From an optimization exercise on the open Yosys and OpenROAD flow, aimed at small area and a short achievable clock period; shortcuts taken in it are not production practice.
Where RTL was checked, it was by simulation tests only, not by an equivalence proof against the original.
For run 1, only the layout was checked, not whether the RTL still works.

==> flow/design.v, too long to show whole: its modules and the start of the top module <==
// module ex2_1: 1594 lines
// module ex2_1_fa: 4 lines
// module ex2_1_ha: 4 lines
module ex2_1 (
	      input 		  clk, rst, validi,
	      input [31:0] 	  data_in,
	      output logic 	  valido,
	      output logic [31:0] data_out
	      );
  // ...
==> flow/run.sh <==
#!/bin/bash
# synth_recipe.tcl (not shown) runs the flow's synth.tcl, then flattens the netlist and writes it again
# the make line also repeats each setting of config.mk as NAME=value (left out here)
make -C /OpenROAD-flow-scripts/flow DESIGN_CONFIG=/design/flow/config.mk WORK_HOME=/design/flow/orfs CLKGATE_MAP_FILE= SYNTH_SCRIPT=/design/flow/synth_recipe.tcl finish
==> flow/config.mk <==
export PLATFORM = sky130hd
export DESIGN_NAME = ex2_1
export DESIGN_NICKNAME = ex2_1
export VERILOG_FILES = /design/flow/design.v
export SDC_FILE = /design/flow/constraint.sdc
export NUM_CORES = 4
export LEC_CHECK = 0
export CAP_MARGIN = 20
export CORE_MARGIN = 2
export CORE_UTILIZATION = 40
export SETUP_SLACK_MARGIN = 4.5
export SLEW_MARGIN = 20
export SYNTH_HIERARCHICAL = 1
==> flow/constraint.sdc <==
create_clock -name core_clock -period 8.0 [get_ports {clk}]
set_input_delay 1.6000 -clock core_clock [delete_from_list [all_inputs] [get_ports {clk}]]
set_output_delay 1.6000 -clock core_clock [all_outputs]
set_load 0.01 [all_outputs]
==> reports/summary.json, run 1 <==
{
  "status": "complete, no violations",
  "antenna_left": 0,
  "grt.busiest_layer": "met2",
  "placeableCoreArea_sq_um": 38600,
  "setup_total_negative_slack_ps": 0,
  "slew_headroom_pct": 38.4,
  "synth.yosys.warnings": 7,
  "final-seq-area_sq_um": 2960,
  "final_max_slew_viol_count": 0,
  "rr_endpoint": "q78",
  "netlist_area_sq_um": 15600,
  "final_cell_mix": "xnor2_1, dfxtp_1, a22oi_1",
  "netlist_top_cells_area": "fa_1, dfxtp_1, xnor2_1",
  "post_synth_top_area_share_pct": 29.0,
  "reg_top3": "a x32, data_out x32, cnt x2",
  "multiInputCombCellCount": 1164,
  "wl_met1_um": 22600,
  "global_routing_usage_on_met3_pct": 6.30,
  "route.met3.wl_um": 5360,
  "gpl.final_weighted_congestion": 0.890,
  "grtUsageMet1_pct": 36.3,
  "port_buffers": 67,
  "tritoncts": "done",
  "mux_cell_area_share_after_synthesis_pct": 0.0642,
  "hold_ws_ps": 435,
  "clock_latency_ps": 460,
  "r2r_setup_slack_ps": 3950,
  "final_cells": 2153,
  "final_period_minus_worst_setup_slack_ps": 4070,
  "placed_insts": 1995,
  "number_of_top_level_pins": 68,
  "synth_compound_gate_area_share_pct": 17.8,
  "globalRouteTotalUtil_pct": 28.5,
  "clock-sinks": 147,
  "layout.cells.most_common": "xnor2_1",
  "dieArea_sq_um": 40600,
  "worst_pin_slew_ps": 919,
  "timing.critical_path.from_type": "primary input",
  "worstHoldEndpoint": "cnt[0]",
  "post_dp_cell_area_sq_um": 17200,
  "most_instantiated_library_cell_after_synthesis": "xnor2_1"
}
==> inputs of run 2 (changes only) <==
--- a/flow/design.v
+++ b/flow/design.v
@@ -842,80 +842,80 @@
    wire c728;
    wire s729;
    wire c730;
    wire s731;
    wire c732;
    wire s733;
    wire c734;
    wire s735;
-   wire c736;
+   wire s736;
    wire s737;
-   wire c738;
-   wire s739;
-   wire c740;
-   wire s741;
-   wire c742;
-   wire s743;
-   wire c744;
-   wire s745;
-   wire c746;
-   wire s747;
-   wire c748;
-   wire s749;
-   wire c750;
-   wire s751;
-   wire c752;
-   wire s753;
-   wire c754;
-   wire s755;
-   wire c756;
-   wire s757;
-   wire c758;
-   wire s759;
-   wire c760;
-   wire s761;
-   wire c762;
-   wire s763;
-   wire c764;
-   wire s765;
-   wire c766;
-   wire s767;
-   wire c768;
-   wire s769;
-   wire c770;
-   wire s771;
-   wire c772;
-   wire s773;
-   wire c774;
-   wire s775;
-   wire c776;
-   wire s777;
-   wire c778;
-   wire s779;
-   wire c780;
-   wire s781;
-   wire c782;
-   wire s783;
-   wire c784;
-   wire s785;
-   wire c786;
-   wire s787;
-   wire c788;
-   wire s789;
-   wire c790;
-   wire s791;
-   wire c792;
-   wire s793;
-   wire c794;
-   wire s795;
-   wire c796;
-   wire s797;
+   wire s738;
+   wire c739;
+   wire s740;
+   wire c741;
+   wire s742;
+   wire c743;
+   wire s744;
+   wire c745;
+   wire s746;
+   wire c747;
+   wire s748;
+   wire c749;
+   wire s750;
+   wire c751;
+   wire s752;
+   wire c753;
+   wire s754;
+   wire c755;
+   wire s756;
+   wire c757;
+   wire s758;
+   wire c759;
+   wire s760;
+   wire c761;
+   wire s762;
+   wire c763;
+   wire s764;
+   wire c765;
+   wire s766;
+   wire c767;
+   wire s768;
+   wire c769;
+   wire s770;
+   wire c771;
+   wire s772;
+   wire c773;
+   wire s774;
+   wire c775;
+   wire s776;
+   wire c777;
+   wire s778;
+   wire c779;
+   wire s780;
+   wire c781;
+   wire s782;
+   wire c783;
+   wire s784;
+   wire c785;
+   wire s786;
+   wire c787;
+   wire s788;
+   wire c789;
+   wire s790;
+   wire c791;
+   wire s792;
+   wire c793;
+   wire s794;
+   wire c795;
+   wire s796;
+   wire c797;
    wire s798;
-   wire s799;
+   wire c799;
    wire s800;
    wire [31:0] ra, rb;
    always_ff @(posedge clk) begin
       a <= data_in;
       q0 <= bn0;
       q1 <= pp1;
       q2 <= pp2;
       q3 <= s273;
@@ -1508,94 +1508,94 @@
    assign s645 = pp260 ^ pp266 ^ pp270;
    assign s646 = pp272 ^ c618 ^ c620;
    assign s647 = c622 ^ c624 ^ c626;
    assign s648 = s641 ^ s642 ^ s643;
    assign s649 = s644 ^ s645 ^ c628;
    assign s650 = c630 ^ s646 ^ s647;
    assign s651 = s648 ^ c632 ^ c634;
    assign s652 = s649 ^ s650 ^ c636;
-   ex2_1_ha us653 (.a(q0), .b(q1), .s(s653), .co(c654));
-   ex2_1_ha us655 (.a(q2), .b(c654), .s(s655), .co(c656));
-   ex2_1_ha us657 (.a(q3), .b(c656), .s(s657), .co(c658));
-   ex2_1_ha us659 (.a(q4), .b(c658), .s(s659), .co(c660));
-   ex2_1_ha us661 (.a(q5), .b(c660), .s(s661), .co(c662));
-   ex2_1_ha us663 (.a(q6), .b(c662), .s(s663), .co(c664));
-   ex2_1_fa us665 (.a(q7), .b(q8), .c(q9), .s(s665), .co(c666));
-   ex2_1_ha us667 (.a(s665), .b(data_in[6]), .s(s667), .co(c668));
-   ex2_1_fa us669 (.a(q10), .b(q11), .c(c666), .s(s669), .co(c670));
-   ex2_1_ha us671 (.a(s669), .b(data_in[7]), .s(s671), .co(c672));
-   ex2_1_fa us673 (.a(q12), .b(q13), .c(c670), .s(s673), .co(c674));
-   ex2_1_ha us675 (.a(data_in[8]), .b(c672), .s(s675), .co(c676));
-   ex2_1_fa us677 (.a(q14), .b(q15), .c(data_in[9]), .s(s677), .co(c678));
-   ex2_1_ha us679 (.a(c674), .b(c676), .s(s679), .co(c680));
-   ex2_1_fa us681 (.a(q16), .b(q17), .c(data_in[10]), .s(s681), .co(c682));
-   ex2_1_ha us683 (.a(c678), .b(s681), .s(s683), .co(c684));
-   ex2_1_fa us685 (.a(q18), .b(q19), .c(data_in[11]), .s(s685), .co(c686));
+   ex2_1_ha us653 (.a(q7), .b(q8), .s(s653), .co(c654));
+   ex2_1_ha us655 (.a(q10), .b(q11), .s(s655), .co(c656));
+   ex2_1_ha us657 (.a(q12), .b(q13), .s(s657), .co(c658));
+   ex2_1_ha us659 (.a(q14), .b(q15), .s(s659), .co(c660));
+   ex2_1_ha us661 (.a(q16), .b(q17), .s(s661), .co(c662));
+   ex2_1_ha us663 (.a(q18), .b(q19), .s(s663), .co(c664));
+   ex2_1_ha us665 (.a(q20), .b(q21), .s(s665), .co(c666));
+   ex2_1_ha us667 (.a(q22), .b(q23), .s(s667), .co(c668));
+   ex2_1_ha us669 (.a(q24), .b(q25), .s(s669), .co(c670));
+   ex2_1_ha us671 (.a(q26), .b(q27), .s(s671), .co(c672));
+   ex2_1_ha us673 (.a(q28), .b(q29), .s(s673), .co(c674));
+   ex2_1_ha us675 (.a(q30), .b(q31), .s(s675), .co(c676));
+   ex2_1_fa us677 (.a(q32), .b(q33), .c(q34), .s(s677), .co(c678));
+   ex2_1_ha us679 (.a(q35), .b(c676), .s(s679), .co(c680));
+   ex2_1_fa us681 (.a(q36), .b(q37), .c(q38), .s(s681), .co(c682));
+   ex2_1_ha us683 (.a(c680), .b(c678), .s(s683), .co(c684));
+   ex2_1_fa us685 (.a(q39), .b(q40), .c(q41), .s(s685), .co(c686));
    ex2_1_ha us687 (.a(c682), .b(s685), .s(s687), .co(c688));
-   ex2_1_fa us689 (.a(q20), .b(q21), .c(data_in[12]), .s(s689), .co(c690));
+   ex2_1_fa us689 (.a(q42), .b(q43), .c(q44), .s(s689), .co(c690));
    ex2_1_ha us691 (.a(c686), .b(s689), .s(s691), .co(c692));
-   ex2_1_fa us693 (.a(q22), .b(q23), .c(data_in[13]), .s(s693), .co(c694));
+   ex2_1_fa us693 (.a(q45), .b(q46), .c(q47), .s(s693), .co(c694));
    ex2_1_ha us695 (.a(c690), .b(s693), .s(s695), .co(c696));
-   ex2_1_fa us697 (.a(q24), .b(q25), .c(data_in[14]), .s(s697), .co(c698));
+   ex2_1_fa us697 (.a(q48), .b(q49), .c(q50), .s(s697), .co(c698));
    ex2_1_ha us699 (.a(c694), .b(s697), .s(s699), .co(c700));
-   ex2_1_fa us701 (.a(q26), .b(q27), .c(data_in[15]), .s(s701), .co(c702));
+   ex2_1_fa us701 (.a(q51), .b(q52), .c(q53), .s(s701), .co(c702));
    ex2_1_ha us703 (.a(c698), .b(s701), .s(s703), .co(c704));
-   ex2_1_fa us705 (.a(q28), .b(q29), .c(data_in[16]), .s(s705), .co(c706));
+   ex2_1_fa us705 (.a(q54), .b(q55), .c(q56), .s(s705), .co(c706));
    ex2_1_ha us707 (.a(c702), .b(s705), .s(s707), .co(c708));
-   ex2_1_fa us709 (.a(q30), .b(q31), .c(data_in[17]), .s(s709), .co(c710));
+   ex2_1_fa us709 (.a(q57), .b(q58), .c(q59), .s(s709), .co(c710));
    ex2_1_ha us711 (.a(c706), .b(s709), .s(s711), .co(c712));
-   ex2_1_fa us713 (.a(q32), .b(q33), .c(q34), .s(s713), .co(c714));
-   ex2_1_fa us715 (.a(q35), .b(s713), .c(data_in[18]), .s(s715), .co(c716));
-   ex2_1_ha us717 (.a(c710), .b(s715), .s(s717), .co(c718));
-   ex2_1_fa us719 (.a(q36), .b(q37), .c(q38), .s(s719), .co(c720));
-   ex2_1_fa us721 (.a(c714), .b(s719), .c(data_in[19]), .s(s721), .co(c722));
-   ex2_1_ha us723 (.a(c716), .b(s721), .s(s723), .co(c724));
-   ex2_1_fa us725 (.a(q39), .b(q40), .c(q41), .s(s725), .co(c726));
-   ex2_1_fa us727 (.a(c720), .b(s725), .c(data_in[20]), .s(s727), .co(c728));
-   ex2_1_ha us729 (.a(c722), .b(s727), .s(s729), .co(c730));
-   ex2_1_fa us731 (.a(q42), .b(q43), .c(q44), .s(s731), .co(c732));
-   ex2_1_fa us733 (.a(c726), .b(s731), .c(data_in[21]), .s(s733), .co(c734));
-   ex2_1_ha us735 (.a(c728), .b(s733), .s(s735), .co(c736));
-   ex2_1_fa us737 (.a(q45), .b(q46), .c(q47), .s(s737), .co(c738));
-   ex2_1_fa us739 (.a(c732), .b(s737), .c(data_in[22]), .s(s739), .co(c740));
-   ex2_1_ha us741 (.a(c734), .b(s739), .s(s741), .co(c742));
-   ex2_1_fa us743 (.a(q48), .b(q49), .c(q50), .s(s743), .co(c744));
-   ex2_1_fa us745 (.a(c738), .b(s743), .c(data_in[23]), .s(s745), .co(c746));
-   ex2_1_ha us747 (.a(c740), .b(s745), .s(s747), .co(c748));
-   ex2_1_fa us749 (.a(q51), .b(q52), .c(q53), .s(s749), .co(c750));
-   ex2_1_fa us751 (.a(c744), .b(s749), .c(data_in[24]), .s(s751), .co(c752));
-   ex2_1_ha us753 (.a(c746), .b(s751), .s(s753), .co(c754));
-   ex2_1_fa us755 (.a(q54), .b(q55), .c(q56), .s(s755), .co(c756));
-   ex2_1_fa us757 (.a(c750), .b(s755), .c(data_in[25]), .s(s757), .co(c758));
-   ex2_1_ha us759 (.a(c752), .b(s757), .s(s759), .co(c760));
-   ex2_1_fa us761 (.a(q57), .b(q58), .c(q59), .s(s761), .co(c762));
-   ex2_1_fa us763 (.a(c756), .b(s761), .c(data_in[26]), .s(s763), .co(c764));
-   ex2_1_ha us765 (.a(c758), .b(s763), .s(s765), .co(c766));
-   ex2_1_fa us767 (.a(q60), .b(q61), .c(q62), .s(s767), .co(c768));
-   ex2_1_fa us769 (.a(c762), .b(s767), .c(data_in[27]), .s(s769), .co(c770));
-   ex2_1_ha us771 (.a(c764), .b(s769), .s(s771), .co(c772));
-   ex2_1_fa us773 (.a(q63), .b(q64), .c(q65), .s(s773), .co(c774));
-   ex2_1_fa us775 (.a(q66), .b(q67), .c(c768), .s(s775), .co(c776));
-   ex2_1_fa us777 (.a(s773), .b(s775), .c(data_in[28]), .s(s777), .co(c778));
-   ex2_1_ha us779 (.a(c770), .b(s777), .s(s779), .co(c780));
-   ex2_1_fa us781 (.a(q68), .b(q69), .c(q70), .s(s781), .co(c782));
-   ex2_1_fa us783 (.a(q71), .b(c774), .c(s781), .s(s783), .co(c784));
-   ex2_1_fa us785 (.a(c776), .b(s783), .c(data_in[29]), .s(s785), .co(c786));
-   ex2_1_ha us787 (.a(c778), .b(s785), .s(s787), .co(c788));
-   ex2_1_fa us789 (.a(q72), .b(q73), .c(q74), .s(s789), .co(c790));
-   ex2_1_fa us791 (.a(q75), .b(c782), .c(s789), .s(s791), .co(c792));
-   ex2_1_fa us793 (.a(c784), .b(s791), .c(data_in[30]), .s(s793), .co(c794));
-   ex2_1_ha us795 (.a(c786), .b(s793), .s(s795), .co(c796));
-   assign s797 = q76 ^ q77 ^ q78;
-   assign s798 = q79 ^ c790 ^ s797;
-   assign s799 = s798 ^ c792 ^ data_in[31];
-   assign s800 = c794 ^ s799;
-   assign ra = {s800, c788, c780, c772, c766, c760, c754, c748, c742, c736, c730, c724, c718, c712, c708, c704, c700, c696, c692, c688, c684, c680, s677, s673, c668, c664, data_in[5], data_in[4], s659, s657, s655, s653};
-   assign rb = {c796, s795, s787, s779, s771, s765, s759, s753, s747, s741, s735, s729, s723, s717, s711, s707, s703, s699, s695, s691, s687, s683, s679, s675, s671, s667, s663, s661, data_in[3], data_in[2], data_in[1], data_in[0]};
+   ex2_1_fa us713 (.a(q60), .b(q61), .c(q62), .s(s713), .co(c714));
+   ex2_1_ha us715 (.a(c710), .b(s713), .s(s715), .co(c716));
+   ex2_1_fa us717 (.a(q63), .b(q64), .c(q65), .s(s717), .co(c718));
+   ex2_1_fa us719 (.a(q66), .b(q67), .c(c714), .s(s719), .co(c720));
+   ex2_1_ha us721 (.a(s717), .b(c716), .s(s721), .co(c722));
+   ex2_1_fa us723 (.a(q68), .b(q69), .c(q70), .s(s723), .co(c724));
+   ex2_1_fa us725 (.a(q71), .b(c718), .c(s723), .s(s725), .co(c726));
+   ex2_1_ha us727 (.a(c720), .b(c722), .s(s727), .co(c728));
+   ex2_1_fa us729 (.a(q72), .b(q73), .c(q74), .s(s729), .co(c730));
+   ex2_1_fa us731 (.a(q75), .b(c724), .c(s729), .s(s731), .co(c732));
+   ex2_1_ha us733 (.a(c726), .b(s731), .s(s733), .co(c734));
+   assign s735 = q76 ^ q77 ^ q78;
+   assign s736 = q79 ^ c730 ^ s735;
+   assign s737 = s736 ^ c732;
+   ex2_1_fa us738 (.a(q0), .b(q1), .c(data_in[0]), .s(s738), .co(c739));
+   ex2_1_ha us740 (.a(q2), .b(data_in[1]), .s(s740), .co(c741));
+   ex2_1_ha us742 (.a(q3), .b(data_in[2]), .s(s742), .co(c743));
+   ex2_1_ha us744 (.a(q4), .b(data_in[3]), .s(s744), .co(c745));
+   ex2_1_ha us746 (.a(q5), .b(data_in[4]), .s(s746), .co(c747));
+   ex2_1_ha us748 (.a(q6), .b(data_in[5]), .s(s748), .co(c749));
+   ex2_1_fa us750 (.a(q9), .b(s653), .c(data_in[6]), .s(s750), .co(c751));
+   ex2_1_fa us752 (.a(c654), .b(s655), .c(data_in[7]), .s(s752), .co(c753));
+   ex2_1_fa us754 (.a(c656), .b(s657), .c(data_in[8]), .s(s754), .co(c755));
+   ex2_1_fa us756 (.a(c658), .b(s659), .c(data_in[9]), .s(s756), .co(c757));
+   ex2_1_fa us758 (.a(c660), .b(s661), .c(data_in[10]), .s(s758), .co(c759));
+   ex2_1_fa us760 (.a(c662), .b(s663), .c(data_in[11]), .s(s760), .co(c761));
+   ex2_1_fa us762 (.a(c664), .b(s665), .c(data_in[12]), .s(s762), .co(c763));
+   ex2_1_fa us764 (.a(c666), .b(s667), .c(data_in[13]), .s(s764), .co(c765));
+   ex2_1_fa us766 (.a(c668), .b(s669), .c(data_in[14]), .s(s766), .co(c767));
+   ex2_1_fa us768 (.a(c670), .b(s671), .c(data_in[15]), .s(s768), .co(c769));
+   ex2_1_fa us770 (.a(c672), .b(s673), .c(data_in[16]), .s(s770), .co(c771));
+   ex2_1_fa us772 (.a(c674), .b(s675), .c(data_in[17]), .s(s772), .co(c773));
+   ex2_1_fa us774 (.a(s677), .b(s679), .c(data_in[18]), .s(s774), .co(c775));
+   ex2_1_fa us776 (.a(s681), .b(s683), .c(data_in[19]), .s(s776), .co(c777));
+   ex2_1_fa us778 (.a(c684), .b(s687), .c(data_in[20]), .s(s778), .co(c779));
+   ex2_1_fa us780 (.a(c688), .b(s691), .c(data_in[21]), .s(s780), .co(c781));
+   ex2_1_fa us782 (.a(c692), .b(s695), .c(data_in[22]), .s(s782), .co(c783));
+   ex2_1_fa us784 (.a(c696), .b(s699), .c(data_in[23]), .s(s784), .co(c785));
+   ex2_1_fa us786 (.a(c700), .b(s703), .c(data_in[24]), .s(s786), .co(c787));
+   ex2_1_fa us788 (.a(c704), .b(s707), .c(data_in[25]), .s(s788), .co(c789));
+   ex2_1_fa us790 (.a(c708), .b(s711), .c(data_in[26]), .s(s790), .co(c791));
+   ex2_1_fa us792 (.a(c712), .b(s715), .c(data_in[27]), .s(s792), .co(c793));
+   ex2_1_fa us794 (.a(s719), .b(s721), .c(data_in[28]), .s(s794), .co(c795));
+   ex2_1_fa us796 (.a(s725), .b(s727), .c(data_in[29]), .s(s796), .co(c797));
+   ex2_1_fa us798 (.a(c728), .b(s733), .c(data_in[30]), .s(s798), .co(c799));
+   assign s800 = s737 ^ c734 ^ data_in[31];
+   assign ra = {c799, c797, c795, c793, c791, c789, c787, c785, c783, c781, c779, c777, c775, c773, c771, c769, c767, c765, c763, c761, c759, c757, c755, c753, c751, c749, c747, c745, c743, c741, c739, s738};
+   assign rb = {s800, s798, s796, s794, s792, s790, s788, s786, s784, s782, s780, s778, s776, s774, s772, s770, s768, s766, s764, s762, s760, s758, s756, s754, s752, s750, s748, s746, s744, s742, s740, 1'b0};
 endmodule
 module ex2_1_fa (input a, b, c, output s, co);
    assign s = a ^ b ^ c;
    assign co = (a & b) | (c & (a ^ b));
 endmodule
 module ex2_1_ha (input a, b, output s, co);
    assign s = a ^ b;
    assign co = a & b;
==> reports/summary.json, run 2 <==
{
  "status": {"value": "complete, no violations", "change": "unchanged"},
  "antenna_found_initial": {"value": 1, "change": "was 0"},
  "achievable-frequency": {"value": 246, "unit": "MHz", "change": "about the same"},
  "cts_max_level": {"value": 4, "change": "unchanged"},
  "clk_transition_reported_paths": {"value": 70, "unit": "ps", "change": "about the same"},
  "critical_path.cell_chain": {"value": "buf_6 > buf_12 > a22oi_2 > xnor2_1 > fa_1 > fa_2 > fa_2 > xnor2_2 > xnor2_2 > xnor2_2 > xnor2_1 > xnor2_1 > xnor2_1", "change": "was buf_12 > buf_8 > buf_4 > a22oi_2 > xnor2_1 > fa_2 > fa_2 > fa_2 > fa_2"},
  "share_of_cells_above_drive_strength_1": {"value": 39.1, "unit": "%", "change": "was 38.2%"},
  "tritoncts": {"value": "done", "change": "unchanged"},
  "clk_path_buf_depth": {"value": 2, "change": "unchanged"},
  "reg_top3": {"value": "a x32, data_out x32, cnt x2", "change": "unchanged"},
  "critPathCaptureType": {"value": "flip-flop", "change": "unchanged"},
  "cts-root-buf": {"value": "clkbuf_16", "change": "unchanged"},
  "grt_overflow": {"value": 0, "change": "unchanged"},
  "drcViolationCount": {"value": 0, "change": "unchanged"},
  "setup_total_negative_slack": {"value": 0, "unit": "ps", "change": "unchanged"},
  "post-route-period-util": {"value": 50.7, "unit": "%", "change": "was 50.9%"},
  "grt_pass1_wl": {"value": 84100, "unit": "um", "change": "was 86200 um"},
  "placeableCoreArea": {"value": 37700, "unit": "sq um", "change": "was 38600 sq um"},
  "critical_path.slowest_cell": {"value": "fa_1", "change": "was fa_2"},
  "final_max_slew_viol_count": {"value": 0, "change": "unchanged"},
  "globalRouteTotalUtil": {"value": 29.4, "unit": "%", "change": "was 28.5%"},
  "seq_area_frac_synth": {"value": 19.4, "unit": "%", "change": "was 19.0%"},
  "timing.setup.critical_path_class": {"value": "in2reg", "change": "unchanged"},
  "antenna_left": {"value": 0, "change": "unchanged"},
  "clock-sinks": {"value": 147, "change": "unchanged"},
  "number_of_top_level_pins": {"value": 68, "change": "unchanged"},
  "critPathMaxFanout": {"value": 4, "change": "was 7"},
  "setup_violations": {"value": 0, "change": "unchanged"},
  "netlist_area": {"value": 15300, "unit": "sq um", "change": "was 15600 sq um"},
  "worst_pin_slew": {"value": 1010, "unit": "ps", "change": "was 919 ps"},
  "area_growth": {"value": 35.5, "unit": "%", "change": "was 34.7%"},
  "timing.critical_path.from_type": {"value": "primary input", "change": "unchanged"},
  "crit_family": {"value": "adder cells", "change": "unchanged"},
  "post_synth_top_area_share": {"value": 29.8, "unit": "%", "change": "was 29.0%"},
  "yosys.area.top_type": {"value": "fa_1", "change": "unchanged"},
  "syn_avg_cell_area": {"value": 10.5, "unit": "sq um", "change": "was 10.4 sq um"},
  "numCtsBuffers": {"value": 17, "change": "unchanged"},
  "worstPathArrival": {"value": 4420, "unit": "ps", "change": "was 4400 ps"},
  "start_util": {"value": 40.5, "unit": "%", "change": "was 40.4%"},
  "avgViaCountPerCell": {"value": 5.98, "change": "was 6.01"},
  "fin_nets": {"value": 1923, "change": "was 1960"},
  "layout.cells.most_common": {"value": "xnor2_1", "change": "unchanged"},
  "slew_headroom": {"value": 32.0, "unit": "%", "change": "was 38.4%"},
  "route.detailed.wl_per_inst": {"value": 27.3, "unit": "um", "change": "was 26.9 um"},
  "clock_skew": {"value": 20.8, "unit": "ps", "change": "was 15.1 ps"},
  "syn_inst": {"value": 1455, "change": "was 1494"},
  "totalWireLength": {"value": 57600, "unit": "um", "change": "was 58000 um"},
  "die_w": {"value": 199, "unit": "um", "change": "was 201 um"},
  "hpwl": {"value": 35500, "unit": "um", "change": "was 36000 um"},
  "reg2regPathDepth": {"value": 12, "change": "was 13"},
  "rows": {"value": 71, "change": "was 72"},
  "most_instantiated_library_cell_after_synthesis": {"value": "xnor2_1", "change": "unchanged"},
  "worst_hold_path_type": {"value": "reg2reg", "change": "unchanged"},
  "netlist_top_cells_area": {"value": "fa_1, dfxtp_1, xnor2_1", "change": "unchanged"},
  "worst_path_most_repeated_cell": {"value": "xnor2_1", "change": "was fa_2"},
  "hold_depth": {"value": 1, "change": "unchanged"},
  "dieArea": {"value": 39700, "unit": "sq um", "change": "was 40600 sq um"},
  "synth.yosys.warnings": {"value": 7, "change": "unchanged"},
  "final_period_minus_worst_setup_slack": {"value": 4060, "unit": "ps", "change": "was 4070 ps"},
  "gpl.final_weighted_congestion": {"value": 0.893, "change": "was 0.890"},
  "dr_total_vias": {"value": 12600, "change": "was 12900"},
  "critPathMaxStageDelay": {"value": 490, "unit": "ps", "change": "was 560 ps"},
  "clock_latency": {"value": 440, "unit": "ps", "change": "was 460 ps"},
  "maxCapViolCount": {"value": 0, "change": "unchanged"},
  "drt_first_pass_iters": {"value": 7, "change": "was 5"},
  "count_of_flip_flops_with_a_built_in_enable_after_synthesis": {"value": 0, "change": "unchanged"},
  "async_reset_ff_share": {"value": 2.04, "unit": "%", "change": "unchanged"},
  "critical_path_buf_inv_count": {"value": 2, "change": "was 3"},
  "grt_max_degree": {"value": 64, "change": "unchanged"},
  "initialDrtViolationCount": {"value": 1432, "change": "was 1290"},
  "postSynthRegisterBits": {"value": 147, "change": "unchanged"},
  "via_count_of_the_first_global_routing_pass": {"value": 12600, "change": "was 13500"},
  "hold_buffers": {"value": 0, "change": "unchanged"},
  "cp_num_cells": {"value": 13, "change": "was 9"},
  "yosysUniqueCellTypes": {"value": 52, "change": "was 64"},
  "port_buffers": {"value": 67, "change": "unchanged"},
  "final_cell_mix": {"value": "xnor2_1, fa_2, dfxtp_1", "change": "was xnor2_1, dfxtp_1, a22oi_1"},
  "synth-main-ff-cell": {"value": "dfxtp_1", "change": "unchanged"},
  "unrepaired_setup_endpoints_after_global_routing": {"value": "yes", "change": "unchanged"},
  "floorplan.die.height": {"value": 199, "unit": "um", "change": "was 201 um"},
  "most_frequent_cells_after_synthesis": {"value": "xnor2_1, fa_1, a22oi_1, dfxtp_1", "change": "was xnor2_1, fa_1, a22oi_1, dfxtp_1, clkbuf_1"},
  "worst_endpoint_required_time": {"value": 8360, "unit": "ps", "change": "was 8330 ps"},
  "synth_nets": {"value": 1792, "change": "was 1832"},
  "report.final.hold_viol_count": {"value": 0, "change": "unchanged"}
}
## run 2: worst paths after layout
check / start / end / slack (ps)
min: cnt[0] / cnt[0] / 450
min in group asynchronous: rst / cnt[0] / 1330
max: data_in[6] / q78 / 3940
max in group asynchronous: rst / cnt[1] / 6550
max reg2reg: a[13] / q78 / 3980
min reg2reg: cnt[0] / cnt[0] / 450
## run 2: layer usage
| metal | vias to the layer above | global-route usage (%) | share of wire (%) | routed length (um) |
|---|---|---|---|---|
| met4 | 0 | 13.9 | 5.6 | 3200 |
| met3 | 185 | 7.26 | 9.9 | 5690 |
| li1 | 5252 | - | - | - |
| met1 | 6406 | 39.9 | 41 | 23600 |
| met2 | 783 | 43.9 | 44 | 25100 |
| met5 | - | 0 | 0 | 0 |
## run 2: timing repair
item | CTS | global route
cloned | 13 | 0
pin swaps | 126 | 143
gates resized for setup | 415 | 144
setup endpoints to repair | 100 | 76
buffers inserted | 75 | 34
## run 2: layout make-up
| type | instances | area, sq um |
|---|---|---|
| diodes | 1 | 2.50 |
| clock buffers | 18 | 429 |
| clock inverters | 14 | 149 |
| fillers | 3152 | 17000 |
| inverters | 51 | 203 |
| multi-input cells | 1136 | 13500 |
| flip-flops and latches | 147 | 2960 |
| well taps | 511 | 639 |
| repair buffers | 233 | 2800 |
## run 2: Yosys stat by module, one instance, submodules excluded
module / flops+latches / area [sq um]
ex2_1_fa: 0 / 20.0
ex2_1: 147 / 10400
ex2_1_ha: 0 / 12.5
## run 2: through the flow
stage | instances | setup slack (ps) | utilization (%) | area (sq um) | hold WS, ps
final | 2111 | 3940 | 54.9 | 20700 | 452
after global routing | 2110 | 3830 | 54.9 | 20700 | 473
after CTS | 2076 | 3960 | 52.5 | 19800 | 451
after detailed placement | 1956 | 2460 | 45.4 | 17100 | 442
after global placement | 1956 | 2480 | 45.4 | 17100 | 419
after floorplan | 1455 | 3670 | - | 16400 | 364
## run 2: cell families (layout without fill, tap and decap cells)
logic type | after synthesis | after routing | share of synthesized area (%)
AOI/OAI and AO/OA | 390 | 390 | 17.5
xor gates and xnor gates | 330 | 330 | 18.9
adders and majority gates | 302 | 302 | 35.9
buffers and inverters | 172 | 316 | 4.31
DFF | 147 | 147 | 19.4
and+or+nand+nor | 113 | 113 | 3.93
muxes | 1 | 1 | 0.0656
other | 0 | 1 | 0
==> inputs of run 3 (changes only) <==
--- a/flow/config.mk
+++ b/flow/config.mk
@@ -10,4 +10,5 @@
 export CORE_UTILIZATION = 40
-export SETUP_SLACK_MARGIN = 4.5
+export SETUP_SLACK_MARGIN = 4.0
 export SLEW_MARGIN = 20
 export SYNTH_HIERARCHICAL = 1
+export TNS_END_PERCENT = 0
==> reports/summary.json, run 3 <==
{
  "synth_top_family_by_area": {"value": "adder cells", "change": "unchanged"},
  "setup_violations": {"value": 0, "change": "unchanged"},
  "hold_buffers": {"value": 0, "change": "unchanged"},
  "seq_area_frac_synth": {"value": 19.4, "unit": "%", "change": "unchanged"},
  "area_growth": {"value": 19.0, "unit": "%", "change": "was 35.5%"},
  "yosysUniqueCellTypes": {"value": 52, "change": "unchanged"},
  "status": {"value": "complete, no violations", "change": "unchanged"},
  "route.detailed.wl_per_inst": {"value": 25.3, "unit": "um", "change": "was 27.3 um"},
  "hpwl": {"value": 33600, "unit": "um", "change": "was 35500 um"},
  "slew_headroom": {"value": 27.4, "unit": "%", "change": "was 32.0%"},
  "antenna_left": {"value": 0, "change": "unchanged"},
  "async_reset_ff_share": {"value": 2.04, "unit": "%", "change": "unchanged"},
  "worstPathArrival": {"value": 4340, "unit": "ps", "change": "was 4420 ps"},
  "groute.layer.met2.usage": {"value": 41.5, "unit": "%", "change": "was 43.9%"},
  "reg_top3": {"value": "a x32, data_out x32, cnt x2", "change": "unchanged"},
  "netlist_area": {"value": 15300, "unit": "sq um", "change": "unchanged"},
  "post-route-period-util": {"value": 50.6, "unit": "%", "change": "was 50.7%"},
  "mux_cell_area_share_after_synthesis": {"value": 0.0656, "unit": "%", "change": "unchanged"},
  "timing.setup.critical_path_class": {"value": "in2reg", "change": "unchanged"},
  "share_of_cells_above_drive_strength_1": {"value": 16.0, "unit": "%", "change": "was 39.1%"},
  "synth_compound_gate_area_share": {"value": 17.5, "unit": "%", "change": "unchanged"},
  "unrepaired_setup_endpoints_after_global_routing": {"value": "yes", "change": "unchanged"},
  "insertedDiodeCount": {"value": 0, "change": "was 1"},
  "cts-root-buf": {"value": "clkbuf_16", "change": "unchanged"},
  "grt_overflow": {"value": 0, "change": "unchanged"},
  "most_frequent_cells_after_synthesis": {"value": "xnor2_1, fa_1, a22oi_1, dfxtp_1", "change": "unchanged"},
  "clock_skew": {"value": 18.2, "unit": "ps", "change": "was 20.8 ps"},
  "synth-main-ff-cell": {"value": "dfxtp_1", "change": "unchanged"},
  "layout.cells.most_common": {"value": "xnor2_1", "change": "unchanged"},
  "synth_xor_area_share": {"value": 18.9, "unit": "%", "change": "unchanged"},
  "post_synth_top_area_share": {"value": 29.8, "unit": "%", "change": "unchanged"},
  "clk_transition_reported_paths": {"value": 70, "unit": "ps", "change": "about the same"},
  "initialDrtViolationCount": {"value": 1245, "change": "was 1432"},
  "tritoncts": {"value": "done", "change": "unchanged"},
  "totalWireLength": {"value": 51400, "unit": "um", "change": "was 57600 um"},
  "port_buffers": {"value": 67, "change": "unchanged"},
  "worst_pin_slew": {"value": 1080, "unit": "ps", "change": "was 1010 ps"},
  "clock_latency": {"value": 450, "unit": "ps", "change": "was 440 ps"},
  "syn_avg_cell_area": {"value": 10.5, "unit": "sq um", "change": "unchanged"},
  "postSynthRegisterBits": {"value": 147, "change": "unchanged"},
  "floorplan.die.height": {"value": 199, "unit": "um", "change": "unchanged"},
  "grt.busiest_layer": {"value": "met2", "change": "unchanged"},
  "netlist_top_cells_area": {"value": "fa_1, dfxtp_1, xnor2_1", "change": "unchanged"},
  "achievable-frequency": {"value": 247, "unit": "MHz", "change": "was 246 MHz"},
  "global_routing_usage_on_met3": {"value": 6.99, "unit": "%", "change": "was 7.26%"},
  "final_period_minus_worst_setup_slack": {"value": 4050, "unit": "ps", "change": "was 4060 ps"},
  "yosys.area.top_type": {"value": "fa_1", "change": "unchanged"},
  "setup_total_negative_slack": {"value": 0, "unit": "ps", "change": "unchanged"},
  "drcViolationCount": {"value": 0, "change": "unchanged"},
  "die_w": {"value": 199, "unit": "um", "change": "unchanged"},
  "fin_nets": {"value": 1843, "change": "was 1923"},
  "avgViaCountPerCell": {"value": 5.86, "change": "was 5.98"},
  "maxCapViolCount": {"value": 0, "change": "unchanged"},
  "grt_pass1_wl": {"value": 77300, "unit": "um", "change": "was 84100 um"},
  "placeableCoreArea": {"value": 37700, "unit": "sq um", "change": "unchanged"},
  "number_of_top_level_pins": {"value": 68, "change": "unchanged"},
  "numCtsBuffers": {"value": 17, "change": "unchanged"},
  "final_cells": {"value": 2030, "change": "was 2111"},
  "timing.critical_path.from_type": {"value": "primary input", "change": "unchanged"},
  "clk_path_buf_depth": {"value": 2, "change": "unchanged"},
  "dieArea": {"value": 39700, "unit": "sq um", "change": "unchanged"},
  "synth_adder_area_share": {"value": 35.9, "unit": "%", "change": "unchanged"},
  "count_of_flip_flops_with_a_built_in_enable_after_synthesis": {"value": 0, "change": "unchanged"},
  "critPathCaptureType": {"value": "flip-flop", "change": "unchanged"},
  "rows": {"value": 71, "change": "unchanged"},
  "grt_max_degree": {"value": 64, "change": "unchanged"},
  "worst_endpoint_required_time": {"value": 8300, "unit": "ps", "change": "was 8360 ps"},
  "critPathMaxFanout": {"value": 6, "change": "was 4"},
  "cts_max_level": {"value": 4, "change": "unchanged"},
  "final_cell_mix": {"value": "xnor2_1, fa_1, a22oi_1", "change": "was xnor2_1, fa_2, dfxtp_1"},
  "worst_hold_path_type": {"value": "reg2reg", "change": "unchanged"},
  "most_instantiated_library_cell_after_synthesis": {"value": "xnor2_1", "change": "unchanged"},
  "report.final.hold_viol_count": {"value": 0, "change": "unchanged"},
  "globalRouteTotalUtil": {"value": 26.7, "unit": "%", "change": "was 29.4%"},
  "synth.yosys.warnings": {"value": 7, "change": "unchanged"},
  "grtUsageMet1": {"value": 35.1, "unit": "%", "change": "was 39.9%"},
  "drt_first_pass_iters": {"value": 7, "change": "unchanged"},
  "gpl.final_weighted_congestion": {"value": 0.883, "change": "was 0.893"},
  "start_util": {"value": 40.5, "unit": "%", "change": "unchanged"},
  "yosys.area_share.simple": {"value": 3.93, "unit": "%", "change": "unchanged"},
  "syn_inst": {"value": 1455, "change": "unchanged"},
  "synth_nets": {"value": 1792, "change": "unchanged"},
  "clock-sinks": {"value": 147, "change": "unchanged"},
  "dr_total_vias": {"value": 11900, "change": "was 12600"},
  "via_count_of_the_first_global_routing_pass": {"value": 12300, "change": "was 12600"},
  "final_max_slew_viol_count": {"value": 0, "change": "unchanged"},
  "antenna_found_initial": {"value": 1, "change": "unchanged"},
  "placed_insts": {"value": 1950, "change": "was 1956"}
}
run 3: logic make-up after synthesis:
kind of cell / count (synthesis)
simple gates: 113
buf+inv: 172
flops: 147
mux: 1
fa+ha+maj: 302
compound gates: 390
xor+xnor: 330
run 3: area by class of cell:
type | instances | area (sq um)
Inverter | 51 | 228
Multi-Input combinational cell | 1136 | 12000
Tap cell | 511 | 639
Clock inverter | 13 | 161
Timing Repair Buffer | 153 | 1710
Sequential cell | 147 | 2960
Fill cell | 3460 | 19500
Clock buffer | 19 | 443
run 3: Yosys stat by module, one instance, submodules excluded:
| module | area [sq um] | cells inside | flops+latches |
|---|---|---|---|
| ex2_1_ha | 12.5 | 1 | 0 |
| ex2_1_fa | 20.0 | 1 | 0 |
| ex2_1 | 10400 | 1199 | 147 |
run 3: per-stage QoR:
stage,util (%),area [sq um],hold WS [ps],setup slack (ps)
final,48.2,18200,447,3950
after global routing,48.2,18200,458,3820
after CTS,47.4,17900,448,3950
after floorplan,-,15400,364,3650
after global placement,43.6,16400,421,2390
after detailed placement,43.6,16400,437,2400
run 3: per-layer routing:
| metal | vias up | part of all wire, % |
|---|---|---|
| met5 | - | 0 |
| met4 | 0 | 4.0 |
| met3 | 124 | 11 |
| met2 | 683 | 45 |
| met1 | 6008 | 40 |
| li1 | 5079 | - |
run 3: worst max-delay path: stages:
cell             delay [ps]
clkdlybuf4s15_2         240
buf_12                  170
fa_1                    370
ha_2                    230
fa_2                    380
a211oi_2                280
o21ai_0                 130
o211ai_1                190
a21oi_4                 170
o21ai_2                 190
nor2_1                   80
o22ai_1                 200
xnor2_1                 120
run 3: worst paths after layout:
check	slack, ps	endpoint	cells after the start	startpoint
setup reg to reg	4040	q78	13	a[1]
hold reg to reg	450	cnt[0]	1	cnt[0]
setup / recovery	3950	data_out[31]	13	data_in[0]
max in group asynchronous	6560	cnt[1]	2	rst
min in group asynchronous	1310	valido	2	rst
hold / removal	450	cnt[0]	1	cnt[0]
run 3: what timing repair did:
item,in CTS,in global routing
cloned,8,1
setup buffers,32,7
resized for setup,251,57
setup endpoints to repair,89,37
pin swaps,34,34
==> inputs of run 4 (changes only) <==
--- a/flow/config.mk
+++ b/flow/config.mk
@@ -9,4 +9,4 @@
 export CORE_MARGIN = 2
-export CORE_UTILIZATION = 40
-export SETUP_SLACK_MARGIN = 4.0
+export CORE_UTILIZATION = 70
+export SETUP_SLACK_MARGIN = 4.4
 export SLEW_MARGIN = 20
==> reports/summary.json, run 4 <==
{
  "tritoncts": {"value": "done", "change": "unchanged"},
  "critPathCaptureType": {"value": "flip-flop", "change": "unchanged"},
  "area_growth": {"value": 15.9, "unit": "%", "change": "was 19.0%"},
  "clock_skew": {"value": 15.1, "unit": "ps", "change": "was 18.2 ps"},
  "timing.critical_path.to": {"value": "q78", "change": "was data_out[31]"},
  "final-seq-area": {"value": 2960, "unit": "sq um", "change": "unchanged"},
  "slew_headroom": {"value": 47.6, "unit": "%", "change": "was 27.4%"},
  "unrepaired_setup_endpoints_after_global_routing": {"value": "yes", "change": "unchanged"},
  "reg2regPathDepth": {"value": 13, "change": "unchanged"},
  "most_instantiated_library_cell_after_synthesis": {"value": "xnor2_1", "change": "unchanged"},
  "yosys.area.top_type": {"value": "fa_1", "change": "unchanged"},
  "clock_latency": {"value": 460, "unit": "ps", "change": "was 450 ps"},
  "drt_first_pass_iters": {"value": 7, "change": "unchanged"},
  "critPathMaxFanout": {"value": 6, "change": "unchanged"},
  "antenna_left": {"value": 0, "change": "unchanged"},
  "clk_transition_reported_paths": {"value": 70, "unit": "ps", "change": "about the same"},
  "grt_overflow": {"value": 0, "change": "unchanged"},
  "die_w": {"value": 152, "unit": "um", "change": "was 199 um"},
  "clk_path_buf_depth": {"value": 2, "change": "unchanged"},
  "async_reset_ff_share": {"value": 2.04, "unit": "%", "change": "unchanged"},
  "most_frequent_cells_after_synthesis": {"value": "xnor2_1, fa_1, a22oi_1, dfxtp_1", "change": "unchanged"},
  "drcViolationCount": {"value": 0, "change": "unchanged"},
  "initialDrtViolationCount": {"value": 2046, "change": "was 1245"},
  "timing.setup.critical_path_class": {"value": "in2reg", "change": "unchanged"},
  "post_dp_cell_area": {"value": 16100, "unit": "sq um", "change": "was 16400 sq um"},
  "layout.cells.most_common": {"value": "xnor2_1", "change": "unchanged"},
  "avgViaCountPerCell": {"value": 7.12, "change": "was 5.86"},
  "rr_startpoint": {"value": "a[3]", "change": "was a[1]"},
  "antenna_found_initial": {"value": 1, "change": "unchanged"},
  "reg_top3": {"value": "a x32, data_out x32, cnt x2", "change": "unchanged"},
  "cts_max_level": {"value": 4, "change": "unchanged"},
  "numCtsBuffers": {"value": 17, "change": "unchanged"},
  "rr_endpoint": {"value": "q78", "change": "unchanged"},
  "placeableCoreArea": {"value": 21600, "unit": "sq um", "change": "was 37700 sq um"},
  "totalWireLength": {"value": 53000, "unit": "um", "change": "was 51400 um"},
  "multiInputGateArea": {"value": 12000, "unit": "sq um", "change": "about the same"},
  "postSynthRegisterBits": {"value": 147, "change": "unchanged"},
  "hpwl": {"value": 32200, "unit": "um", "change": "was 33600 um"},
  "status": {"value": "complete, no violations", "change": "unchanged"},
  "synth-main-ff-cell": {"value": "dfxtp_1", "change": "unchanged"},
  "route.detailed.wl_per_inst": {"value": 29.6, "unit": "um", "change": "was 25.3 um"},
  "start_util": {"value": 70.6, "unit": "%", "change": "was 40.5%"},
  "r2r_setup_slack": {"value": 3880, "unit": "ps", "change": "was 4040 ps"},
  "clock-sinks": {"value": 147, "change": "unchanged"},
  "gpl.final_weighted_congestion": {"value": 0.963, "change": "was 0.883"},
  "synth.yosys.warnings": {"value": 7, "change": "unchanged"},
  "final_period_minus_worst_setup_slack": {"value": 4130, "unit": "ps", "change": "was 4050 ps"},
  "setup_total_negative_slack": {"value": 0, "unit": "ps", "change": "unchanged"},
  "setup_violations": {"value": 0, "change": "unchanged"},
  "finalWorstSetupSlack": {"value": 3870, "unit": "ps", "change": "was 3950 ps"},
  "post_synth_top_area_share": {"value": 29.8, "unit": "%", "change": "unchanged"},
  "floorplan.die.height": {"value": 152, "unit": "um", "change": "was 199 um"},
  "final_max_slew_viol_count": {"value": 0, "change": "unchanged"},
  "yosysUniqueCellTypes": {"value": 52, "change": "unchanged"},
  "syn_inst": {"value": 1455, "change": "unchanged"},
  "synth_nets": {"value": 1792, "change": "unchanged"},
  "syn_avg_cell_area": {"value": 10.5, "unit": "sq um", "change": "unchanged"},
  "post-route-period-util": {"value": 51.6, "unit": "%", "change": "was 50.6%"},
  "layout.filler_cells": {"value": 1310, "change": "was 3460"},
  "final_design_area_no_fill": {"value": 17700, "unit": "sq um", "change": "was 18200 sq um"},
  "fin_nets": {"value": 1833, "change": "was 1843"},
  "startpoint": {"value": "data_in[28]", "change": "was data_in[0]"},
  "achievable-frequency": {"value": 242, "unit": "MHz", "change": "was 247 MHz"},
  "seq_area_frac_synth": {"value": 19.4, "unit": "%", "change": "unchanged"},
  "via_count_of_the_first_global_routing_pass": {"value": 12700, "change": "was 12300"},
  "report.final.hold_viol_count": {"value": 0, "change": "unchanged"},
  "netlist_top_cells_area": {"value": "fa_1, dfxtp_1, xnor2_1", "change": "unchanged"},
  "port_buffers": {"value": 67, "change": "unchanged"},
  "post-place-ws": {"value": 2510, "unit": "ps", "change": "was 2400 ps"},
  "grt_pass1_wl": {"value": 76700, "unit": "um", "change": "was 77300 um"},
  "worstPathArrival": {"value": 4500, "unit": "ps", "change": "was 4340 ps"},
  "netlist_area": {"value": 15300, "unit": "sq um", "change": "unchanged"},
  "count_of_flip_flops_with_a_built_in_enable_after_synthesis": {"value": 0, "change": "unchanged"},
  "dr_total_vias": {"value": 12800, "change": "was 11900"},
  "timing.critical_path.from_type": {"value": "primary input", "change": "unchanged"},
  "number_of_top_level_pins": {"value": 68, "change": "unchanged"},
  "maxCapViolCount": {"value": 0, "change": "unchanged"},
  "worst_pin_slew": {"value": 785, "unit": "ps", "change": "was 1080 ps"},
  "grt_max_degree": {"value": 64, "change": "unchanged"},
  "worst_endpoint_required_time": {"value": 8380, "unit": "ps", "change": "was 8300 ps"},
  "globalRouteTotalUtil": {"value": 46.6, "unit": "%", "change": "was 26.7%"},
  "final_cell_mix": {"value": "xnor2_1, a22oi_1, fa_1", "change": "was xnor2_1, fa_1, a22oi_1"},
  "final_util": {"value": 81.8, "unit": "%", "change": "was 48.2%"},
  "rows": {"value": 54, "change": "was 71"},
  "cts-root-buf": {"value": "clkbuf_16", "change": "unchanged"},
  "share_of_cells_above_drive_strength_1": {"value": 15.2, "unit": "%", "change": "was 16.0%"},
  "worst_hold_path_type": {"value": "reg2reg", "change": "unchanged"},
  "dieArea": {"value": 23000, "unit": "sq um", "change": "was 39700 sq um"}
}
run 4: changes by cell type in the layout (fill, tap and decap cells not counted), sizes merged, moves of 2 or more:
cell	before	now
inv	55	57
buf	103	93
bufinv	3	1
clkbuf	23	19
run 4: cells by family after synthesis:
kind of cell             Yosys count  synth area share [%]
AO/OA/AOI/OAI                    390                  17.5
XOR/XNOR                         330                  18.9
adder cells (fa/ha/maj)          302                  35.9
buffers and inverters            172                  4.31
flip-flops                       147                  19.4
multiplexers                       1                0.0656
AND/OR/NAND/NOR                  113                  3.93
run 4: per-layer routing:
metal  routed length [um]  vias to the layer above  global-route usage (%)
met4                 3780                        0                    27.8
met1                18300                     6110                    57.2
met3                 8110                      344                    19.4
met2                22800                     1221                    69.0
li1                     -                     5077                       -
met5                    0                        -                       0
run 4: cell type report:
| type | count | share of cell area [%] |
|---|---|---|
| Clock buffer | 17 | 2.40 |
| Timing Repair Buffer | 143 | 9.10 |
| Multi-Input combinational cell | 1136 | 67.5 |
| Sequential cell | 147 | 16.7 |
| Clock inverter | 15 | 1.03 |
| Tap cell | 280 | 1.98 |
| Antenna cell | 1 | 0.0141 |
| Inverter | 51 | 1.19 |
run 4: critical path, cell delays in order:
cell	delay (ps)
buf_2	200
inv_1	110
a21oi_2	180
a21oi_2	70
fa_2	560
fa_2	390
fa_2	390
xnor2_2	160
xnor2_2	150
xnor2_1	220
xnor2_1	160
xnor2_1	160
xnor2_1	130
run 4: worst min-delay path by stage:
stage	from	endpoint	slack [ps]	depth (start not counted)
2_1_floorplan	a[1]	q0	360	0
3_3_place_gp	cnt[0]	cnt[0]	420	1
3_5_place_dp	cnt[0]	cnt[0]	430	1
4_1_cts	cnt[0]	cnt[0]	440	1
5_1_grt	cnt[0]	cnt[0]	460	1
6_report	cnt[0]	cnt[0]	430	1
run 4: Yosys stat by module, one instance, submodules excluded:
module,flip-flops and latches,cells,times used,area (sq um)
ex2_1_fa,0,1,226,20.0
ex2_1,147,1199,1,10400
ex2_1_ha,0,1,30,12.5
run 4: stage by stage:
step | instances | hold WS (ps)
6_report | 1790 | 434
3_3_place_gp | 1713 | 418
2_1_floorplan | 1455 | 364
3_5_place_dp | 1713 | 429
4_1_cts | 1774 | 439
5_1_grt | 1790 | 465
run 4: timing repair:
item / 4_1_cts / 5_1_grt
pin swaps: 28 / 22
endpoints found under the setup margin: 100 / 82
resized for setup: 243 / 40
buffers inserted: 20 / 15
gates cloned: 9 / 0
hold buffers: 0 / 0
==> inputs of run 5 (changes only) <==
--- a/flow/config.mk
+++ b/flow/config.mk
@@ -9,3 +9,3 @@
 export CORE_MARGIN = 2
-export CORE_UTILIZATION = 70
+export CORE_UTILIZATION = 55
 export SETUP_SLACK_MARGIN = 4.4
==> reports/summary.json, run 5 <==
{
  "status": {"value": "complete, no violations", "change": "unchanged"},
  "critPathMaxFanout": {"value": 9, "change": "was 6"},
  "gpl.final_weighted_congestion": {"value": 0.922, "change": "was 0.963"},
  "port_buffers": {"value": 67, "change": "unchanged"},
  "totalWireLength": {"value": 52100, "unit": "um", "change": "was 53000 um"},
  "slew_headroom": {"value": 40.5, "unit": "%", "change": "was 47.6%"},
  "clock_skew": {"value": 19.3, "unit": "ps", "change": "was 15.1 ps"},
  "worst_pin_slew": {"value": 892, "unit": "ps", "change": "was 785 ps"},
  "final_period_minus_worst_setup_slack": {"value": 4080, "unit": "ps", "change": "was 4130 ps"},
  "fin_nets": {"value": 1840, "change": "was 1833"},
  "numCtsBuffers": {"value": 17, "change": "unchanged"},
  "drt_first_pass_iters": {"value": 6, "change": "was 7"},
  "report.final.hold_viol_count": {"value": 0, "change": "unchanged"},
  "netlist_area": {"value": 15300, "unit": "sq um", "change": "unchanged"},
  "final_cell_mix": {"value": "xnor2_1, a22oi_1, fa_1", "change": "unchanged"},
  "yosys.area.top_type": {"value": "fa_1", "change": "unchanged"},
  "number_of_top_level_pins": {"value": 68, "change": "unchanged"},
  "setup_violations": {"value": 0, "change": "unchanged"},
  "cts_max_level": {"value": 4, "change": "unchanged"},
  "floorplan.die.height": {"value": 171, "unit": "um", "change": "was 152 um"},
  "tritoncts": {"value": "done", "change": "unchanged"},
  "worst_hold_path_type": {"value": "reg2reg", "change": "unchanged"},
  "reg_top3": {"value": "a x32, data_out x32, cnt x2", "change": "unchanged"},
  "clock-sinks": {"value": 147, "change": "unchanged"},
  "most_frequent_cells_after_synthesis": {"value": "xnor2_1, fa_1, a22oi_1, dfxtp_1", "change": "unchanged"},
  "count_of_flip_flops_with_a_built_in_enable_after_synthesis": {"value": 0, "change": "unchanged"},
  "die_w": {"value": 171, "unit": "um", "change": "was 152 um"},
  "post_dp_cell_area": {"value": 16300, "unit": "sq um", "change": "was 16100 sq um"},
  "route.detailed.wl_per_inst": {"value": 27.6, "unit": "um", "change": "was 29.6 um"},
  "maxCapViolCount": {"value": 0, "change": "unchanged"},
  "layout.cells.most_common": {"value": "xnor2_1", "change": "unchanged"},
  "globalRouteTotalUtil": {"value": 36.9, "unit": "%", "change": "was 46.6%"},
  "hpwl": {"value": 34200, "unit": "um", "change": "was 32200 um"},
  "grt_max_degree": {"value": 64, "change": "unchanged"},
  "dr_total_vias": {"value": 12000, "change": "was 12800"},
  "share_of_cells_above_drive_strength_1": {"value": 15.4, "unit": "%", "change": "was 15.2%"},
  "yosysUniqueCellTypes": {"value": 52, "change": "unchanged"},
  "final_max_slew_viol_count": {"value": 0, "change": "unchanged"},
  "worstPathArrival": {"value": 4380, "unit": "ps", "change": "was 4500 ps"},
  "final_cells": {"value": 1889, "change": "was 1790"},
  "netlist_top_cells_area": {"value": "fa_1, dfxtp_1, xnor2_1", "change": "unchanged"},
  "post_synth_top_area_share": {"value": 29.8, "unit": "%", "change": "unchanged"},
  "area_growth": {"value": 17.1, "unit": "%", "change": "was 15.9%"},
  "antenna_left": {"value": 0, "change": "unchanged"},
  "postSynthRegisterBits": {"value": 147, "change": "unchanged"},
  "grt_pass1_wl": {"value": 77400, "unit": "um", "change": "was 76700 um"},
  "cts-root-buf": {"value": "clkbuf_16", "change": "unchanged"},
  "seq_area_frac_synth": {"value": 19.4, "unit": "%", "change": "unchanged"},
  "grt_overflow": {"value": 0, "change": "unchanged"},
  "timing.setup.critical_path_class": {"value": "in2reg", "change": "unchanged"},
  "synth-main-ff-cell": {"value": "dfxtp_1", "change": "unchanged"},
  "clk_transition_reported_paths": {"value": 70, "unit": "ps", "change": "about the same"},
  "clock_latency": {"value": 440, "unit": "ps", "change": "was 460 ps"},
  "hold_buffers": {"value": 0, "change": "unchanged"},
  "worst_endpoint_required_time": {"value": 8300, "unit": "ps", "change": "was 8380 ps"},
  "syn_avg_cell_area": {"value": 10.5, "unit": "sq um", "change": "unchanged"},
  "unrepaired_setup_endpoints_after_global_routing": {"value": "yes", "change": "unchanged"},
  "critPathMaxStageDelay": {"value": 490, "unit": "ps", "change": "was 560 ps"},
  "most_instantiated_library_cell_after_synthesis": {"value": "xnor2_1", "change": "unchanged"},
  "setup_total_negative_slack": {"value": 0, "unit": "ps", "change": "unchanged"},
  "avgViaCountPerCell": {"value": 6.38, "change": "was 7.12"},
  "placed_insts": {"value": 1814, "change": "was 1713"},
  "synth.yosys.warnings": {"value": 7, "change": "unchanged"},
  "post-route-period-util": {"value": 51.0, "unit": "%", "change": "was 51.6%"},
  "critPathCaptureType": {"value": "flip-flop", "change": "unchanged"},
  "clk_path_buf_depth": {"value": 2, "change": "unchanged"},
  "rows": {"value": 60, "change": "was 54"},
  "final_design_area_no_fill": {"value": 17900, "unit": "sq um", "change": "was 17700 sq um"},
  "async_reset_ff_share": {"value": 2.04, "unit": "%", "change": "unchanged"},
  "critical_path.slowest_cell": {"value": "fa_1", "change": "was fa_2"},
  "syn_inst": {"value": 1455, "change": "unchanged"},
  "initialDrtViolationCount": {"value": 1468, "change": "was 2046"},
  "worst_path_most_repeated_cell": {"value": "fa_1", "change": "was xnor2_1"},
  "start_util": {"value": 56.3, "unit": "%", "change": "was 70.6%"},
  "timing.critical_path.from_type": {"value": "primary input", "change": "unchanged"},
  "achievable-frequency": {"value": 245, "unit": "MHz", "change": "was 242 MHz"},
  "synth_nets": {"value": 1792, "change": "unchanged"},
  "drcViolationCount": {"value": 0, "change": "unchanged"},
  "dieArea": {"value": 29100, "unit": "sq um", "change": "was 23000 sq um"},
  "critical_path.cell_chain": {"value": "buf_6 > buf_12 > buf_4 > a22oi_1 > xnor2_1 > fa_1 > fa_1 > fa_1 > fa_1", "change": "was buf_2 > inv_1 > a21oi_2 > a21oi_2 > fa_2 > fa_2 > fa_2 > xnor2_2 > xnor2_2 > xnor2_1 > xnor2_1 > xnor2_1 > xnor2_1"},
  "via_count_of_the_first_global_routing_pass": {"value": 12000, "change": "was 12700"},
  "placeableCoreArea": {"value": 27100, "unit": "sq um", "change": "was 21600 sq um"},
  "antenna_found_initial": {"value": 1, "change": "unchanged"}
}
run 5: cell counts after synthesis:
Identical to the previous run, type by type.
run 5: area by class of cell:
type                       instances  area [sq um]
antenna                            1          2.50
clock inverter                    14           145
clock buffer                      18           429
multi-input combinational       1136         12000
sequential                       147          2960
fill                            2130          9220
tap                              372           465
inverter                          51           195
timing repair buffer             150          1720
run 5: worst max-delay path, delay by kind of cell:
family | cells | cell delay, ps
fa+ha+maj | 4 | 1920
buf+inv | 3 | 430
compound gates | 1 | 280
xor+xnor | 1 | 140
run 5: final timing paths:
kind                            cells past startpoint         from      to  slack (ps)
worst max-delay path                                9  data_in[10]     q50        3920
worst min-delay path                                1       cnt[0]  cnt[0]         440
worst max register to register                     13         a[7]     q78        4010
worst min register to register                      1       cnt[0]  cnt[0]         440
max in group asynchronous                           2          rst  cnt[0]        6540
min in group asynchronous                           2          rst  cnt[1]        1330
run 5: per-module statistics from Yosys (local to each module, per instance):
module,flops+latches,times used
ex2_1,147,1
ex2_1_ha,0,30
ex2_1_fa,0,226
run 5: stage by stage:
step	hold WS, ps	utilization, %	setup WS (ps)
floorplan	364	-	3650
global placement	424	60.1	2500
detailed placement	433	60.1	2480
CTS	443	65.4	4010
global route	471	66.0	3890
finish	440	66.0	3920
run 5: cell families (layout without fill, tap and decap cells):
| family | Yosys count | count (layout) | synth area share, % |
|---|---|---|---|
| flops | 147 | 147 | 19.4 |
| simple gates | 113 | 113 | 3.93 |
| buf+inv | 172 | 233 | 4.31 |
| compound gates | 390 | 390 | 17.5 |
| fa+ha+maj | 302 | 302 | 35.9 |
| other cells | 0 | 1 | 0 |
| mux | 1 | 1 | 0.0656 |
| xor+xnor | 330 | 330 | 18.9 |
run 5: timing repair:
action,CTS,global route
hold endpoints to repair,0,0
gates cloned,7,1
endpoints found under the setup margin,103,73
buffers inserted,27,7
resized for setup,291,18
pin swaps,40,17
run 5: metal layers:
metal  part of all wire, %  vias to the layer above  GRT usage, %
li1                      -                     5082             -
met1                    42                     6024          53.0
met2                    42                      788          52.6
met3                    12                      154          9.85
met4                   4.3                        0          15.3
met5                     0                        -             0
==> inputs of run 6 (changes only) <==
--- a/flow/config.mk
+++ b/flow/config.mk
@@ -9,3 +9,3 @@
 export CORE_MARGIN = 2
-export CORE_UTILIZATION = 55
+export CORE_UTILIZATION = 40
 export SETUP_SLACK_MARGIN = 4.4
==> reports/summary.json, run 6 <==
{
  "post_synth_top_area_share": {"value": 29.8, "unit": "%", "change": "unchanged"},
  "groute.layer.met2.usage": {"value": 41.6, "unit": "%", "change": "was 52.6%"},
  "clk_path_buf_depth": {"value": 2, "change": "unchanged"},
  "slew_headroom": {"value": 26.1, "unit": "%", "change": "was 40.5%"},
  "multiInputGateArea": {"value": 12000, "unit": "sq um", "change": "about the same"},
  "worstPathArrival": {"value": 4350, "unit": "ps", "change": "was 4380 ps"},
  "yosys.area_share.simple": {"value": 3.93, "unit": "%", "change": "unchanged"},
  "reg_top3": {"value": "a x32, data_out x32, cnt x2", "change": "unchanged"},
  "grt_pass1_wl": {"value": 77600, "unit": "um", "change": "was 77400 um"},
  "global_routing_usage_on_met3": {"value": 6.51, "unit": "%", "change": "was 9.85%"},
  "drcViolationCount": {"value": 0, "change": "unchanged"},
  "synth_top_family_by_area": {"value": "adder cells", "change": "unchanged"},
  "final_cells": {"value": 2038, "change": "was 1889"},
  "netlist_top_cells_area": {"value": "fa_1, dfxtp_1, xnor2_1", "change": "unchanged"},
  "final_cell_mix": {"value": "xnor2_1, fa_1, a22oi_1", "change": "was xnor2_1, a22oi_1, fa_1"},
  "most_instantiated_library_cell_after_synthesis": {"value": "xnor2_1", "change": "unchanged"},
  "syn_avg_cell_area": {"value": 10.5, "unit": "sq um", "change": "unchanged"},
  "most_frequent_cells_after_synthesis": {"value": "xnor2_1, fa_1, a22oi_1, dfxtp_1", "change": "unchanged"},
  "placeableCoreArea": {"value": 37700, "unit": "sq um", "change": "was 27100 sq um"},
  "final-seq-area": {"value": 2960, "unit": "sq um", "change": "about the same"},
  "layout.cells.most_common": {"value": "xnor2_1", "change": "unchanged"},
  "dr_total_vias": {"value": 11900, "change": "was 12000"},
  "floorplan.die.height": {"value": 199, "unit": "um", "change": "was 171 um"},
  "grt_max_degree": {"value": 64, "change": "unchanged"},
  "async_reset_ff_share": {"value": 2.04, "unit": "%", "change": "unchanged"},
  "drt_first_pass_iters": {"value": 6, "change": "unchanged"},
  "status": {"value": "complete, no violations", "change": "unchanged"},
  "cts_max_level": {"value": 4, "change": "unchanged"},
  "rows": {"value": 71, "change": "was 60"},
  "insertedDiodeCount": {"value": 0, "change": "was 1"},
  "final_max_slew_viol_count": {"value": 0, "change": "unchanged"},
  "clk_transition_reported_paths": {"value": 70, "unit": "ps", "change": "about the same"},
  "timing.critical_path.from_type": {"value": "primary input", "change": "unchanged"},
  "synth_compound_gate_area_share": {"value": 17.5, "unit": "%", "change": "unchanged"},
  "setup_violations": {"value": 0, "change": "unchanged"},
  "yosys.area.top_type": {"value": "fa_1", "change": "unchanged"},
  "report.final.hold_viol_count": {"value": 0, "change": "unchanged"},
  "post_dp_cell_area": {"value": 16400, "unit": "sq um", "change": "was 16300 sq um"},
  "via_count_of_the_first_global_routing_pass": {"value": 12400, "change": "was 12000"},
  "globalRouteTotalUtil": {"value": 26.8, "unit": "%", "change": "was 36.9%"},
  "synth-main-ff-cell": {"value": "dfxtp_1", "change": "unchanged"},
  "antenna_found_initial": {"value": 1, "change": "unchanged"},
  "final_design_area_no_fill": {"value": 18200, "unit": "sq um", "change": "was 17900 sq um"},
  "unrepaired_setup_endpoints_after_global_routing": {"value": "yes", "change": "unchanged"},
  "gpl.final_weighted_congestion": {"value": 0.883, "change": "was 0.922"},
  "syn_inst": {"value": 1455, "change": "unchanged"}
}
run 6: final timing paths:
kind | start | endpoint | cells past startpoint
max in group asynchronous | rst | cnt[1] | 2
hold / removal | cnt[0] | cnt[0] | 1
setup reg to reg | a[1] | q78 | 14
setup / recovery | data_in[13] | q29 | 9
hold reg to reg | cnt[0] | cnt[0] | 1
min in group asynchronous | rst | valido | 2
run 6: metrics by stage:
| step | hold WS [ps] | worst slack [ps] |
|---|---|---|
| 3_5_place_dp | 437 | 2400 |
| 5_1_grt | 458 | 3840 |
| 3_3_place_gp | 421 | 2390 |
| 4_1_cts | 448 | 3990 |
| 6_report | 447 | 3960 |
| 2_1_floorplan | 364 | 3650 |
run 6: final cells by class:
class                      count  share of cell area (%)
timing repair buffer         161                    9.76
multi-input combinational   1136                    65.9
tap                          511                    3.51
clock inverter                13                   0.887
inverter                      51                    1.25
clock buffer                  19                    2.43
sequential                   147                    16.3
run 6: cell families (layout without fill, tap and decap cells):
| family | after synthesis | count (layout) |
|---|---|---|
| AOI/OAI and AO/OA | 390 | 390 |
| xor gates and xnor gates | 330 | 330 |
| adders and majority gates | 302 | 302 |
| buffers and inverters | 172 | 244 |
| DFF | 147 | 147 |
| and+or+nand+nor | 113 | 113 |
| muxes | 1 | 1 |
run 6: critical path, cell delays in order:
cell     delay [ps]
buf_4           140
buf_12          140
buf_4           130
a22oi_1         210
xnor2_1         180
fa_1            460
fa_1            400
fa_1            590
fa_1            470
run 6: what timing repair did:
action	in CTS	in global routing
setup endpoints to repair	96	78
pin swaps	37	25
buffers inserted	44	4
gates cloned	8	0
resized for setup	267	44
hold buffers	0	0
run 6: per-layer routing:
metal,part of all wire (%),vias to the layer above
met1,40,5977
met3,10,145
met2,45,710
li1,-,5099
met5,0.025,-
met4,4.1,2
run 6: modules after synthesis, one instance, submodules excluded:
| module | flops+latches | cells | times used |
|---|---|---|---|
| ex2_1 | 147 | 1199 | 1 |
| ex2_1_fa | 0 | 1 | 226 |
| ex2_1_ha | 0 | 1 | 30 |

## port drivers added, routing unchanged
Ports are ideal in the flow. The routed layouts listed here were re-timed in OpenROAD. Step 1: set_driving_cell puts a clkbuf_16 on clk and a buf_2 on each other input, an assumption about the parent block. Step 2 also shifts input and output timing later by t, the mid clock arrival at the registers, as if the neighbouring blocks saw the same clock. Three values: ideal, step 1, step 2; two values: the first two.
run | t (ns) | setup WS [ns] | hold slack, ns | worst register clock-pin slew, ns
run 1 | 0.512 | 3.928 / 3.925 / 3.412 | 0.435 / 0.435 / 0.435 | 0.08 / 0.08
run 2 | 0.493 | 3.942 / 3.958 / 3.465 | 0.452 / 0.452 / 0.452 | 0.08 / 0.08
run 3 | 0.492 | 3.954 / 3.982 / 3.490 | 0.447 / 0.447 / 0.447 | 0.08 / 0.08
run 4 | 0.499 | 3.873 / 3.877 / 3.377 | 0.434 / 0.434 / 0.434 | 0.08 / 0.08
run 5 | 0.484 | 3.921 / 3.938 / 3.454 | 0.440 / 0.440 / 0.440 | 0.08 / 0.08
run 6 | 0.495 | 3.957 / 3.989 / 3.494 | 0.447 / 0.447 / 0.447 | 0.08 / 0.08
After both steps setup and hold are still met in every run listed. The setup slack of run 1, which loses most, moves by -0.003 ns with the drivers and by -0.516 ns with both steps.
